This is an optimization exercise on Yosys and OpenROAD, whose aim is small area, not a production implementation.
The RTL was checked by simulation tests, not by an equivalence proof against the original design.
No activity file was given, so power comes from the tool's default toggle rates.

==> flow/run.sh <==
#!/bin/bash
# synth_recipe.tcl (not shown) runs the flow's synth.tcl, then flattens the netlist and writes it again
# the make line also repeats each setting of config.mk as NAME=value (left out here)
make -C /OpenROAD-flow-scripts/flow DESIGN_CONFIG=/design/flow/config.mk WORK_HOME=/design/flow/orfs CLKGATE_MAP_FILE= SYNTH_SCRIPT=/design/flow/synth_recipe.tcl finish
==> flow/config.mk <==
export PLATFORM = sky130hd
export DESIGN_NAME = SYS_TOP
export DESIGN_NICKNAME = SYS_TOP
export VERILOG_FILES = /design/flow/design.v
export SDC_FILE = /design/flow/constraint.sdc
export NUM_CORES = 4
export LEC_CHECK = 0
export ABC_AREA = 1
export CAP_MARGIN = 20
export CORE_MARGIN = 2
export CORE_UTILIZATION = 40
export SLEW_MARGIN = 20
==> flow/constraint.sdc <==
create_clock -name core_clock -period 40.0 [get_ports {CLK}]
set_input_delay 8.0000 -clock core_clock [delete_from_list [all_inputs] [get_ports {CLK}]]
set_output_delay 8.0000 -clock core_clock [all_outputs]
set_load 0.01 [all_outputs]
==> flow/design.v <==
module SYS_TOP (
 input  wire RST_N,
 input  wire CLK,
 input  wire UART_RX_IN,
 output wire UART_TX_O,
 output wire parity_error,
 output wire framing_error
);
reg        r2_p32, r2_p16, r2_typ, r2_en;      
reg  [4:0] r3;                                
wire [7:0] REG2 = {r2_p32, r2_p16, ~(r2_p32 | r2_p16), 3'b000, r2_typ, r2_en};
wire [7:0] REG3 = {2'b00, ~|r3, r3};
reg [3:0] lo;
reg [1:0] hi;
reg       rinit;
always @(posedge CLK or negedge RST_N) begin
	if (~RST_N) begin
		lo    <= 4'd0;
		hi    <= 2'd1;
		rinit <= 1'b0;
	end
	else begin
		lo <= lo + 4'd1;
		if (lo == 4'd15) begin
			hi <= hi_n;
			if (hi == 2'd3)
				rinit <= 1'b1;
		end
	end
end
reg       ract;
reg [4:0] rtm;
reg [3:0] rbit;
reg [7:0] rsr;
reg       rpar;
reg       perr, ferr;
wire rx       = UART_RX_IN;
wire rsamp    = ract & (rtm == 5'd15);
wire r_start  = (rbit == 4'd0);
wire r_data   = (rbit != 4'd0) & (rbit <= 4'd8);
wire r_par    = r2_en & (rbit == 4'd9);
wire r_stop   = r2_en ? (rbit == 4'd10) : (rbit == 4'd9);
wire r_past   = (rbit >= 4'd10) & ~r_stop;
wire r_perr   = rx ^ rpar;
wire rx_valid = rsamp & r_stop & rx;
wire r_idle   = (r_start & rx) | (r_par & r_perr) | (r_stop & rx) | r_past;
wire wr_bit;            
always @(posedge CLK) begin
	rtm <= ract ? rtm + 5'd1 : 5'd0;
	if (~ract)
		rbit <= 4'd0;
	else if (rsamp)
		rbit <= rbit + 4'd1;
	if (wr_bit)
		rsr <= {rsr[0], rsr[7:1]};
	else if (rsamp & r_data)
		rsr <= {rx, rsr[7:1]};
	if (rsamp & r_start)
		rpar <= r2_typ;
	else if (rsamp & r_data)
		rpar <= rpar ^ rx;
end
always @(posedge CLK or negedge RST_N) begin
	if (~RST_N) begin
		ract <= 1'b0;
		perr <= 1'b0;
		ferr <= 1'b0;
	end
	else begin
		if (~ract)
			ract <= ~rx;
		else if (rsamp & r_idle)
			ract <= 1'b0;
		if (rsamp & r_par)
			perr <= r_perr;
		if (rsamp & r_stop)
			ferr <= ~rx;
	end
end
assign parity_error  = perr;
assign framing_error = ferr;
localparam [2:0] C_IDLE = 3'd0, C_WADDR = 3'd1, C_WDATA = 3'd2, C_RADDR = 3'd3,
                 C_OPA  = 3'd4, C_OPB   = 3'd5, C_FUNC  = 3'd6, C_STUCK = 3'd7;
localparam [2:0] E_IDLE = 3'd0, E_WW = 3'd1, E_WA = 3'd2, E_RW = 3'd3,
                 E_RA   = 3'd4, E_AW = 3'd5, E_AA = 3'd6;
reg [2:0] cst;
reg [2:0] est;
reg [3:0] pa;           
reg [3:0] fn;           
wire lowreg     = (pa[3:2] == 2'b00);
wire [1:0] hi_n = (hi == 2'd3) ? 2'd1 : hi + 2'd1;
wire [2:0] w_n  = lo[3] ? {hi_n, 1'b0} : {hi, 1'b1};
wire wstart     = (lo[2:0] == 3'd7) & (lowreg ? (lo[3] != pa[0]) : (w_n == pa[3:1]));
wire rd_end     = (lo[2:0] == 3'd7) & (lo[3] == (lowreg ? 1'b1 : ~pa[1]));
assign wr_bit = (est == E_WA);
reg  [15:0] r01;
reg  [47:0] ringA, ringB;
wire wr01 = wr_bit & lowreg;
wire wrA  = wr_bit & ~lowreg & ~pa[0];
wire wrB  = wr_bit & ~lowreg & pa[0];
always @(posedge CLK) begin
	r01   <= {wr01 ? rsr[0] : (rinit & r01[0]), r01[15:1]};
	ringA <= {ringA[46:0], wrA ? rsr[0] : (rinit & ringA[47])};
	ringB <= {ringB[46:0], wrB ? rsr[0] : (rinit & ringB[47])};
end
reg  [15:0] S;
reg         c, d, e;
reg  [3:0]  tbit;       
wire [3:0]  p = tbit;
wire is_mul  = (fn == 4'd2);
wire is_div  = (fn == 4'd3);
wire is_cmp  = (fn == 4'd10) | (fn == 4'd11) | (fn == 4'd12);
wire step    = (is_mul | is_div) & (p != 4'd0);
wire cmp_out = is_cmp & (p != 4'd0);
wire a_last  = is_mul ? (p == 4'd8) : is_div ? (p == 4'd9) : is_cmp ? (p == 4'd1) : 1'b1;
wire lowk = ~lo[3];
wire xg   = r01[0] & lowk;      
wire yg   = r01[8] & lowk;      
wire a1   = r01[1];             
wire a9   = r01[9];             
wire b1   = r01[1];             
reg  ax, ay;
always @(*) begin
	if (step & is_mul) begin
		ax = S[1];
		ay = a9 & d;
	end
	else if (step) begin
		ax = S[0];
		ay = (b1 & (lo != 4'd15)) ^ e;
	end
	else begin
		ax = xg;
		ay = ((fn == 4'd14) ? xg : yg) ^ ((fn == 4'd1) | is_cmp);
	end
end
wire sum  = ax ^ ay ^ c;
wire cout = (ax & ay) | (ax & c) | (ay & c);
reg alu_sin;
always @(*) begin
	if (step & is_mul)
		alu_sin = (lo == 4'd15) ? c : (lo >= 4'd7) ? sum : S[1];
	else if (step)
		alu_sin = (lo == 4'd0) ? e : ((p == 4'd9) & lo[3]) ? 1'b0 : d;
	else if (cmp_out)
		alu_sin = (lo == 4'd0) ? (((fn == 4'd10) & e) | ((fn == 4'd12) & ~c)) :
		          (lo == 4'd1) ? (((fn == 4'd11) & c & ~e) | ((fn == 4'd12) & ~c)) : 1'b0;
	else case (fn)
		4'd2   : alu_sin = yg;
		4'd3   : alu_sin = xg;
		4'd4   : alu_sin = xg & yg;
		4'd5   : alu_sin = xg | yg;
		4'd6   : alu_sin = ~(xg & yg);
		4'd7   : alu_sin = ~(xg | yg);
		4'd8   : alu_sin = xg ^ yg;
		4'd9   : alu_sin = ~(xg ^ yg);
		4'd13  : alu_sin = a1 & (lo < 4'd7);
		default: alu_sin = sum;
	endcase
end
wire [7:0] lreg = pa[0] ? REG3 : REG2;
wire rd_sin = ~lowreg ? (pa[0] ? ringB[47] : ringA[47]) :
              pa[1]   ? lreg[lo[2:0]] :
              pa[0]   ? r01[8] : r01[0];
reg       tact;
reg [4:0] ttm;
reg       tmore, tpar;
wire tend    = (ttm == r3);
wire t_data  = (tbit != 4'd0) & (tbit <= 4'd8);
wire t_par   = r2_en & (tbit == 4'd9);
wire t_stop  = r2_en ? (tbit == 4'd10) : (tbit == 4'd9);
wire rd_done  = (est == E_RA) & rd_end;
wire alu_done = (est == E_AA) & (lo == 4'd15) & a_last;
wire tx_go    = rd_done | alu_done;
wire sh  = (est == E_RA) | (est == E_AA) | (tact & tend & t_data);
wire sin = (est == E_RA) ? rd_sin : (est == E_AA) ? alu_sin : 1'b0;
always @(posedge CLK) begin
	if (sh)
		S <= {sin, S[15:1]};
	if (est == E_AW) begin
		c <= (fn == 4'd1) | is_cmp;
		e <= 1'b1;
	end
	else if (est == E_AA) begin
		if (step & (lo < 4'd7))
			c <= is_div & e;
		else if (~cmp_out)
			c <= cout;
		if (step & is_mul) begin
			if (lo == 4'd0)
				d <= S[0];
		end
		else
			d <= (lo >= 4'd7) ? sum : S[0];
		if (step & (lo == 4'd15))
			e <= ~sum;
		else if (is_cmp & ~cmp_out)
			e <= e & ~(xg ^ yg);
	end
	if (rx_valid) begin
		if (cst == C_WADDR || cst == C_RADDR)
			pa <= rsr[3:0];
		else if (cst == C_OPA)
			pa <= 4'd0;
		else if (cst == C_OPB)
			pa <= 4'd1;
		if (cst == C_FUNC)
			fn <= rsr[3:0];
	end
	if (tx_go) begin
		tbit  <= 4'd0;
		ttm   <= 5'd1;
		tmore <= alu_done;
	end
	else if (tact) begin
		ttm <= tend ? 5'd1 : ttm + 5'd1;
		if (tend) begin
			if (t_stop) begin
				tbit  <= 4'd0;
				tmore <= 1'b0;
			end
			else
				tbit <= tbit + 4'd1;
			if (tbit == 4'd0)
				tpar <= r2_typ;
			else if (t_data)
				tpar <= tpar ^ S[0];
		end
	end
	else if (est == E_AW)
		tbit <= 4'd0;
	else if ((est == E_AA) & (lo == 4'd15))
		tbit <= tbit + 4'd1;
end
always @(posedge CLK or negedge RST_N) begin
	if (~RST_N) begin
		cst    <= C_IDLE;
		est    <= E_IDLE;
		tact   <= 1'b0;
		r2_p32 <= 1'b1;
		r2_p16 <= 1'b0;
		r2_typ <= 1'b0;
		r2_en  <= 1'b1;
		r3     <= 5'd0;
	end
	else begin
		case (est)
			E_WW: begin
				if (pa[3:1] == 3'b001) begin
					if (pa[0])
						r3 <= rsr[4:0];
					else begin
						r2_p32 <= rsr[7];
						r2_p16 <= rsr[6];
						r2_typ <= rsr[1];
						r2_en  <= rsr[0];
					end
					est <= E_IDLE;
				end
				else if (wstart)
					est <= E_WA;
			end
			E_WA: if (lo[2:0] == 3'd7) est <= E_IDLE;
			E_RW: if (lowreg ? (lo == 4'd15) : wstart) est <= E_RA;
			E_RA: if (rd_end) est <= E_IDLE;
			E_AW: if (lo == 4'd15) est <= E_AA;
			E_AA: if (alu_done) est <= E_IDLE;
			default: ;
		endcase
		if (rx_valid) begin
			case (cst)
				C_IDLE : cst <= (rsr == 8'hAA) ? C_WADDR :
				                (rsr == 8'hBB) ? C_RADDR :
				                (rsr == 8'hCC) ? C_OPA :
				                (rsr == 8'hDD) ? C_FUNC : C_IDLE;
				C_WADDR: cst <= C_WDATA;
				C_WDATA: begin cst <= C_IDLE; est <= E_WW; end
				C_RADDR: begin cst <= C_IDLE; est <= E_RW; end
				C_OPA  : begin cst <= C_OPB;  est <= E_WW; end
				C_OPB  : begin cst <= C_FUNC; est <= E_WW; end
				C_FUNC : begin
				         	if (rsr[3:0] == 4'hF)
				         		cst <= C_STUCK;
				         	else begin
				         		cst <= C_IDLE;
				         		est <= E_AW;
				         	end
				         end
				default: cst <= C_STUCK;
			endcase
		end
		if (tx_go)
			tact <= 1'b1;
		else if (tact & tend & t_stop & ~tmore)
			tact <= 1'b0;
	end
end
assign UART_TX_O = ~tact | ((tbit != 4'd0) & (t_data ? S[0] : (t_par ? tpar : 1'b1)));
endmodule
==> impl_metrics.toml, run 1 <==
[floorplan]
initial_core_util_pct = 40.91
num_rows = 48
pin_count = 6
die-area_um2 = 18770
fp.dieW_um = 137
core_area_um2 = 17300
die_h_um = 137

[clock_network]
cts.reportedPaths.clkPinSlew_ns = 0.07
ctsResizeCount = 0
cts.sinks = 194
cts_tree = "built"
cts_buffers = 17
cts_setup_buffers = 0
hold_buffers = 0
clk_path_buf_depth = 2
cts_root_buf = "clkbuf_16"
clock_latency_ns = 0.42
htree_num_levels = 4

[routing]
drc_errors = 0
wire_per_inst_um = 14.14
drt_iter0_markers = 313
vias_per_cell = 4.881
num_vias = 4656
drt-total-wl_mm = 13.49
dr.pass1.iters = 5
postRouteAntennaNets = 0

[critical_path]
reg2reg_slack_ns = 36.86
cp.arrival_ns = 2.49
critPathCaptureType = "output port"
critPathMaxFanout = 5
r2r_end = "S[15]$_DFFE_PP_"
r2r-start = "tbit[0]$_SDFFE_PP0P_"
required_ns = 32.00
worstSetupPathType = "register to output port"
reg2reg_depth = 15
critPathLaunchType = "register"

[worst_hold_path]
holdPathStages = 0
min_to = "r01[3]$_DFF_P_"
hold_class = "register to register"
worstHoldStart = "r01[4]$_DFF_P_"

[job]
cap_viol_max_count = 0

[placed_design]
dpl.hpwl_mm = 9.754
dpl_worst_slack_ns = 30.03
place_inst = 923
port_buffers = 5
placed_area_um2 = 7398
place_congestion = 0.8828

[finish]
fin_nets = 739
utilization_pct = 45.97
syn_to_final_growth_pct = 12.38
drive_above_1_share_pct = 12.48
fin_area_um2 = 7951
instances_no_fill = 954
n_antenna_cell = 0

[grt]
grt.met2_usage_pct = 24.60
grt_pass1_wl_mm = 22.29
top_usage_layer = "met2"
overflow = 0
track_usage_pct = 15.36
grt_pass1_vias = 4501
antenna_found_initial = 0
grt_util_met1_pct = 20.67
grt_max_degree = 27
grtUsageMet3_pct = 3.556

[sta]
rsz0062_at_grt = "false"
tns_ns = 0
skew_ns = 0.008327
fin_ws_ns = 29.51
drv_slew = 0
fin_hold_ws_ns = 0.3206
setup_violations = 0
period_needed_ns = 10.49
fin_crit_sh_pct = 26.22
fmax_ghz = 0.09534
slew_headroom_pct = 47.65
tightestPinTransition_ns = 0.7805
hold_violations = 0

[synthesis]
ys_async_sr_fraction_pct = 13.40
synth_fp_nets = 719
synth_edf_count = 37
ys_seq_area_share_pct = 62.02
syn-cell-area_um2 = 7076
synth_cells = 697
ys_ff_latch = 194
synth_flop_cell = "dfxtp_1"
yosys_warnings = 1
ys_types = 58
syn_area_per_cell_um2 = 10.15

[power]
vdd_ir_drop_max_mv = 0.02753
power_mw = 0.4651
power.density_nw_per_um2 = 58.50
leakagePower_nw = 3.385

[run_status]
outcome = "no timing/DRC/antenna violations"
==> cell usage after synthesis (8+ instances only) <==
| master | count | area, um2 |
|---|---|---|
| o21ai_0 | 34 | 170.2 |
| dfxtp_1 | 131 | 2623 |
| o211ai_1 | 12 | 90.09 |
| a21oi_1 | 25 | 125.1 |
| nor2_2 | 9 | 56.30 |
| dfrtp_1 | 23 | 575.6 |
| ha_1 | 18 | 225.2 |
| edfxtp_1 | 37 | 1111 |
| nor2_1 | 44 | 165.2 |
| inv_1 | 75 | 281.5 |
| xor2_1 | 9 | 78.83 |
| inv_2 | 15 | 56.30 |
| nor3_1 | 19 | 95.09 |
| nand4_1 | 8 | 50.05 |
| nand3_1 | 40 | 200.2 |
| nand2_1 | 119 | 446.7 |
==> where the power goes <==
group	internal, mW	total (mW)	switching [mW]
sequential	0.221	0.238	0.0172
combinational	0.0265	0.0692	0.0427
clock	0.0823	0.158	0.0758
total	0.329	0.465	0.136
==> worst max-delay path, cell delays in order (launching register included) <==
cell and delay [ns]:
dfxtp_1 0.41, inv_1 0.11, ha_1 0.26, a21oi_1 0.43, a21oi_1 0.13, o21ai_0 0.14
nand2_1 0.09, clkdlybuf4s50_1 0.49
==> per-layer routing <==
layer	part of all wire (%)	wire length, um
met1	49	6602
met2	47	6342
met3	2.7	364
met4	1.4	184
met5	0	0
==> state kept, by name, summed over array words and instances (netlist names), 5 cells and up <==
register and count:
r01 16, rsr 8, rtm 5, S 16
ringB 48, ttm 5, ringA 48, r3 5
==> final cells by class <==
type | count | area, um2
clock buffer | 19 | 432.9
clock inverter | 12 | 115.1
fill | 1638 | 9345
inverter | 94 | 361.6
multi-input combinational | 404 | 2315
sequential | 194 | 4388
tap | 225 | 281.5
timing repair buffer | 6 | 57.56
==> worst max-delay path by stage <==
stage / slack, ns / startpoint / end
3_5_place_dp: 30.03 / tbit[0]$_SDFFE_PP0P_ / UART_TX_O
3_3_place_gp: 30.18 / tbit[0]$_SDFFE_PP0P_ / UART_TX_O
5_1_grt: 29.34 / tbit[0]$_SDFFE_PP0P_ / UART_TX_O
4_1_cts: 29.50 / tbit[0]$_SDFFE_PP0P_ / UART_TX_O
6_report: 29.51 / tbit[0]$_SDFFE_PP0P_ / UART_TX_O
2_1_floorplan: 30.82 / tbit[0]$_SDFFE_PP0P_ / UART_TX_O
==> placed cells by master, fill, tap and decap left out, types with 3 or more instances in the layout <==
cell type and count:
clkinv_4 4, nor2_1 44, inv_2 15, dfstp_2 3
edfxtp_1 37, a22oi_1 3, a21oi_2 4, o22ai_1 4
xor2_1 9, nand2_1 119, nand3_1 40, a21oi_1 25
o21bai_1 3, dfxtp_1 131, clkbuf_16 17, o21ai_1 5
inv_4 3, ha_1 18, nor4_1 3, nand4_1 8
nand2_4 4, dfrtp_1 23, o211ai_1 12, inv_6 3
o21ai_0 34, clkdlybuf4s50_1 5, inv_1 75, inv_8 3
nand2_2 4, nand3_2 4, nor2_2 9, nor3_1 19
==> logic make-up after synthesis <==
family          synth area share (%)
fa+ha+maj                      3.466
simple gates                   18.09
flops                          62.02
compound gates                 9.301
buf+inv                        5.606
mux                           0.1591
xor+xnor                       1.362
==> inputs of run 2 (changes only) <==
--- a/flow/design.v
+++ b/flow/design.v
@@ -13,6 +13,10 @@
 reg [3:0] lo;
 reg [1:0] hi;
 reg       rinit;
+reg       h;            
+always @(posedge CLK)
+	if (lo == 4'd15)
+		h <= ~h;
 always @(posedge CLK or negedge RST_N) begin
 	if (~RST_N) begin
 		lo    <= 4'd0;
@@ -29,24 +33,26 @@
 	end
 end
 reg       ract;
-reg [4:0] rtm;
+reg [1:0] rt;           
 reg [3:0] rbit;
 reg [7:0] rsr;
 reg       rpar;
 reg       perr, ferr;
 wire rx       = UART_RX_IN;
-wire rsamp    = ract & (rtm == 5'd15);
+wire rsamp    = ract & ({h, lo[3]} == rt) & (lo[2:0] == 3'd0);
 wire r_start  = (rbit == 4'd0);
 wire r_data   = (rbit != 4'd0) & (rbit <= 4'd8);
 wire r_par    = r2_en & (rbit == 4'd9);
 wire r_stop   = r2_en ? (rbit == 4'd10) : (rbit == 4'd9);
 wire r_past   = (rbit >= 4'd10) & ~r_stop;
 wire r_perr   = rx ^ rpar;
-wire rx_valid = rsamp & r_stop & rx;
-wire r_idle   = (r_start & rx) | (r_par & r_perr) | (r_stop & rx) | r_past;
+wire r_good   = ~(r2_en & perr);      
+wire rx_valid = rsamp & r_stop & rx & r_good;
+wire r_idle   = (r_start & rx) | (r_stop & rx) | r_past;
 wire wr_bit;            
 always @(posedge CLK) begin
-	rtm <= ract ? rtm + 5'd1 : 5'd0;
+	if (~ract)
+		rt <= {h, lo[3]} + 2'd2;
 	if (~ract)
 		rbit <= 4'd0;
 	else if (rsamp)
@@ -73,7 +79,7 @@
 			ract <= 1'b0;
 		if (rsamp & r_par)
 			perr <= r_perr;
-		if (rsamp & r_stop)
+		if (rsamp & r_stop & r_good)
 			ferr <= ~rx;
 	end
 end
@@ -81,17 +87,18 @@
 assign framing_error = ferr;
 localparam [2:0] C_IDLE = 3'd0, C_WADDR = 3'd1, C_WDATA = 3'd2, C_RADDR = 3'd3,
                  C_OPA  = 3'd4, C_OPB   = 3'd5, C_FUNC  = 3'd6, C_STUCK = 3'd7;
-localparam [2:0] E_IDLE = 3'd0, E_WW = 3'd1, E_WA = 3'd2, E_RW = 3'd3,
-                 E_RA   = 3'd4, E_AW = 3'd5, E_AA = 3'd6;
+localparam [2:0] E_IDLE = 3'b000, E_WW = 3'b010, E_WA = 3'b011, E_RW = 3'b100,
+                 E_RA   = 3'b101, E_AW = 3'b110, E_AA = 3'b111;
 reg [2:0] cst;
 reg [2:0] est;
 reg [3:0] pa;           
-reg [3:0] fn;           
+wire [3:0] fn = pa;
 wire lowreg     = (pa[3:2] == 2'b00);
 wire [1:0] hi_n = (hi == 2'd3) ? 2'd1 : hi + 2'd1;
-wire [2:0] w_n  = lo[3] ? {hi_n, 1'b0} : {hi, 1'b1};
-wire wstart     = (lo[2:0] == 3'd7) & (lowreg ? (lo[3] != pa[0]) : (w_n == pa[3:1]));
-wire rd_end     = (lo[2:0] == 3'd7) & (lo[3] == (lowreg ? 1'b1 : ~pa[1]));
+wire wsel       = lowreg ? pa[0] : pa[1];
+wire wend       = (lo[2:0] == 3'd7) & (lo[3] != wsel);
+wire wstart     = wend & (lowreg | ((lo[3] ? hi_n : hi) == pa[3:2]));
+wire rd_end     = wend;
 assign wr_bit = (est == E_WA);
 reg  [15:0] r01;
 reg  [47:0] ringA, ringB;
@@ -110,9 +117,9 @@
 wire is_mul  = (fn == 4'd2);
 wire is_div  = (fn == 4'd3);
 wire is_cmp  = (fn == 4'd10) | (fn == 4'd11) | (fn == 4'd12);
-wire step    = (is_mul | is_div) & (p != 4'd0);
-wire cmp_out = is_cmp & (p != 4'd0);
-wire a_last  = is_mul ? (p == 4'd8) : is_div ? (p == 4'd9) : is_cmp ? (p == 4'd1) : 1'b1;
+wire step    = (is_mul & p[3]) | (is_div & (p[3] | (p[2:0] == 3'd7)));
+wire cmp_out = is_cmp & p[0];
+wire a_last  = (p == 4'd15);
 wire lowk = ~lo[3];
 wire xg   = r01[0] & lowk;      
 wire yg   = r01[8] & lowk;      
@@ -141,7 +148,7 @@
 	if (step & is_mul)
 		alu_sin = (lo == 4'd15) ? c : (lo >= 4'd7) ? sum : S[1];
 	else if (step)
-		alu_sin = (lo == 4'd0) ? e : ((p == 4'd9) & lo[3]) ? 1'b0 : d;
+		alu_sin = (lo == 4'd0) ? e : (a_last & lo[3]) ? 1'b0 : d;
 	else if (cmp_out)
 		alu_sin = (lo == 4'd0) ? (((fn == 4'd10) & e) | ((fn == 4'd12) & ~c)) :
 		          (lo == 4'd1) ? (((fn == 4'd11) & c & ~e) | ((fn == 4'd12) & ~c)) : 1'b0;
@@ -160,8 +167,7 @@
 end
 wire [7:0] lreg = pa[0] ? REG3 : REG2;
 wire rd_sin = ~lowreg ? (pa[0] ? ringB[47] : ringA[47]) :
-              pa[1]   ? lreg[lo[2:0]] :
-              pa[0]   ? r01[8] : r01[0];
+              pa[1]   ? lreg[lo[2:0]] : r01[0];
 reg       tact;
 reg [4:0] ttm;
 reg       tmore, tpar;
@@ -173,7 +179,7 @@
 wire alu_done = (est == E_AA) & (lo == 4'd15) & a_last;
 wire tx_go    = rd_done | alu_done;
 wire sh  = (est == E_RA) | (est == E_AA) | (tact & tend & t_data);
-wire sin = (est == E_RA) ? rd_sin : (est == E_AA) ? alu_sin : 1'b0;
+wire sin = est[1] ? alu_sin : rd_sin;
 always @(posedge CLK) begin
 	if (sh)
 		S <= {sin, S[15:1]};
@@ -198,14 +204,12 @@
 			e <= e & ~(xg ^ yg);
 	end
 	if (rx_valid) begin
-		if (cst == C_WADDR || cst == C_RADDR)
+		if (cst == C_WADDR || cst == C_RADDR || cst == C_FUNC)
 			pa <= rsr[3:0];
 		else if (cst == C_OPA)
 			pa <= 4'd0;
 		else if (cst == C_OPB)
 			pa <= 4'd1;
-		if (cst == C_FUNC)
-			fn <= rsr[3:0];
 	end
 	if (tx_go) begin
 		tbit  <= 4'd0;
@@ -228,7 +232,7 @@
 		end
 	end
 	else if (est == E_AW)
-		tbit <= 4'd0;
+		tbit <= is_mul ? 4'd7 : is_div ? 4'd6 : is_cmp ? 4'd14 : 4'd15;
 	else if ((est == E_AA) & (lo == 4'd15))
 		tbit <= tbit + 4'd1;
 end
@@ -261,7 +265,7 @@
 					est <= E_WA;
 			end
 			E_WA: if (lo[2:0] == 3'd7) est <= E_IDLE;
-			E_RW: if (lowreg ? (lo == 4'd15) : wstart) est <= E_RA;
+			E_RW: if (wstart) est <= E_RA;
 			E_RA: if (rd_end) est <= E_IDLE;
 			E_AW: if (lo == 4'd15) est <= E_AA;
 			E_AA: if (alu_done) est <= E_IDLE;
--- a/flow/config.mk
+++ b/flow/config.mk
@@ -9,4 +9,5 @@
 export CAP_MARGIN = 20
 export CORE_MARGIN = 2
 export CORE_UTILIZATION = 40
+export CTS_BUF_LIST = sky130_fd_sc_hd__clkbuf_8
 export SLEW_MARGIN = 20
==> impl_metrics.toml, run 2 <==
[sta]
skew_ns = 0.01352
fin_crit_sh_pct = 26.14
rsz0062_at_grt = "false"
tns_ns = 0
drv_slew = 0
fmax_ghz = 0.09563
slew_headroom_pct = 54.70
setup_violations = 0
period_needed_ns = 10.46
tightestPinTransition_ns = 0.6795
hold_violations = 0
fin_ws_ns = 29.54

[floorplan]
die_h_um = 134.5
pin_count = 6
num_rows = 47
fp.dieW_um = 134.5
die-area_um2 = 18100
initial_core_util_pct = 40.96
core_area_um2 = 16640

[clock_network]
cts_setup_buffers = 0
cts_root_buf = "clkbuf_8"
cts.reportedPaths.clkPinSlew_ns = 0.10
hold_buffers = 0
htree_num_levels = 4
clk_path_buf_depth = 2
clock_latency_ns = 0.46
cts_tree = "built"
cts.sinks = 188
ctsResizeCount = 0
cts_buffers = 17

[routing]
num_vias = 4642
dr.pass1.iters = 6
drc_errors = 0
vias_per_cell = 4.928
wire_per_inst_um = 14.18
postRouteAntennaNets = 0
drt_iter0_markers = 381
drt-total-wl_mm = 13.36

[synthesis]
ys_ff_latch = 188
yosys_warnings = 1
netlist_top_cells_area = "dfxtp_1, edfxtp_1, dfrtp_1"
synth_top_family_by_area = "simple AND/OR/NAND/NOR gates"
syn-cell-area_um2 = 6817
synth_cells = 689
ys_async_sr_fraction_pct = 13.83
synth_area_leader_cell = "dfxtp_1"
yosys.area_share.simple_pct = 18.80
syn_area_per_cell_um2 = 9.893
synth_fp_nets = 710
synthXorXnorAreaFrac_pct = 1.891
yosysTopAreaCellShare_pct = 37.00
synth_compound_area_share_pct = 8.499
ys_types = 48
synth_most_common_cell = "nand2_1"
synth_edf_count = 36
synth_fa_ha_area_share_pct = 3.414
synth_common_cells = "nand2_1, dfxtp_1, inv_1"
synth_mux_area_share_pct = 0
synth_flop_cell = "dfxtp_1"
ys_seq_area_share_pct = 62.46

[critical_path]
required_ns = 32.00
slowest_stage = "clkdlybuf4s50_1"
reg2reg_depth = 13
worst_path_most_repeated_cell = "inv_1"
cp.arrival_ns = 2.46
worstSetupPathType = "register to output port"
cp_cell_sequence = "inv_1 > ha_1 > a21oi_1 > inv_1 > o211ai_1 > clkdlybuf4s50_1"
critPathCaptureType = "output port"
r2r-start = "pa[0]$_DFFE_PP_"
critPathLaunchType = "register"
critPathMaxFanout = 7
max_stage_delay_ns = 0.60
crit_start = "tbit[0]$_SDFFE_PP0P_"

[worst_hold_path]
worstHoldStart = "ringA[45]$_DFF_P_"
hold_class = "register to register"
holdPathStages = 0

[finish]
instances_no_fill = 942
most-common-layout-cells = "nand2_1, dfxtp_1, inv_1, nor2_1, nand3_1"
syn_to_final_growth_pct = 10.77
fillers = 1543
n_antenna_cell = 0
drive_above_1_share_pct = 9.695
final_common_cell = "nand2_1"
fin_nets = 730
utilization_pct = 45.37
top_regs = "ringA (48), ringB (48)"

[power]
power_mw = 0.3245
leakagePower_nw = 3.172
vdd_ir_drop_max_mv = 0.04661
power.density_nw_per_um2 = 42.97

[placed_design]
dpl_worst_slack_ns = 30.05
port_buffers = 5
place_inst = 910
dpl.hpwl_mm = 9.459
place_congestion = 0.8547

[grt]
track_usage_pct = 15.97
grt_pass1_wl_mm = 22.56
overflow = 0
grt_pass1_vias = 4555
antenna_found_initial = 0
grt_max_degree = 27

[run_status]
outcome = "no timing/DRC/antenna violations"

[job]
cap_viol_max_count = 0
[run 2: final timing paths]
path	endpoint	slack [ns]
setup / recovery	UART_TX_O	29.54
hold / removal	ringA[46]$_DFF_P_	0.33
setup reg to reg	S[15]$_DFFE_PP_	36.97
hold reg to reg	ringA[46]$_DFF_P_	0.33
max in group asynchronous	hi[0]$_DFFE_PN1P_	31.78
min in group asynchronous	perr$_DFFE_PN0P_	7.90
[run 2: logic make-up (layout without fill, tap and decap cells)]
group | after synthesis | in the layout
AND/OR/NAND/NOR | 281 | 281
buffers and inverters | 86 | 119
AO/OA/AOI/OAI | 103 | 103
flip-flops | 188 | 188
XOR/XNOR | 13 | 13
adder cells (fa/ha/maj) | 18 | 18
[run 2: cell type report]
class / instances / area [um2] / area share [%]
Timing Repair Buffer: 8 / 72.57 / 0.9611
Multi-Input combinational cell: 415 / 2222 / 29.43
Sequential cell: 188 / 4258 / 56.39
Inverter: 79 / 296.5 / 3.927
Tap cell: 220 / 275.3 / 3.645
Clock inverter: 15 / 192.7 / 2.552
Clock buffer: 17 / 234.0 / 3.099
[run 2: critical path, delay by kind of cell (launching register included)]
family	cells	cell delay, ns
AOI/OAI and AO/OA	2	0.45
adders and majority gates	1	0.24
buffers and inverters	3	0.85
DFF	1	0.48
[run 2: layer usage]
metal	track usage [%]	part of all wire (%)
met2	25.31	47
met3	3.453	3.7
met5	0	0
met1	21.00	47
met4	7.485	2.6
[run 2: through the flow]
step / area [um2] / hold slack, ns
floorplan: 6817 / 0.3096
global placement: 7124 / 0.3124
detailed placement: 7124 / 0.3121
CTS: 7551 / 0.3315
global route: 7551 / 0.3388
finish: 7551 / 0.3303
[run 2: power breakdown]
| part | switching [mW] | internal (mW) | total (mW) |
|---|---|---|---|
| clock network | 0.0757 | 0.0544 | 0.130 |
| logic | 0.00108 | 0.000490 | 0.00157 |
| registers | 0.000225 | 0.193 | 0.193 |
| total | 0.0770 | 0.248 | 0.324 |

## separate check: timing with driven ports
How much do the figures lean on ideal ports? The routed layouts below were timed once more, with nothing changed but the port constraints.
Step 1 sets driving cells, clkbuf_16 on the clock port and buf_2 on the other inputs (assumed; they add their load-dependent delay and slew).
Step 2 times the ports against the registers' clock, not the clock port: input delays grow and output delays shrink by t, the midpoint of the rising clock arrivals with the driver on.
a / b / c = ideal / step 1 / step 2; a / b = the first two.
run	t (ns)	setup slack, ns	hold slack, ns	worst setup path at the end	slew at the worst register clock pin (ns)
run 1	0.461	29.512 / 29.473 / 29.934	0.321 / 0.321 / 0.321	register to output	0.07 / 0.07
run 2	0.491	29.543 / 29.507 / 29.998	0.330 / 0.330 / 0.330	register to output	0.11 / 0.11
After both steps every run listed still meets setup and hold.
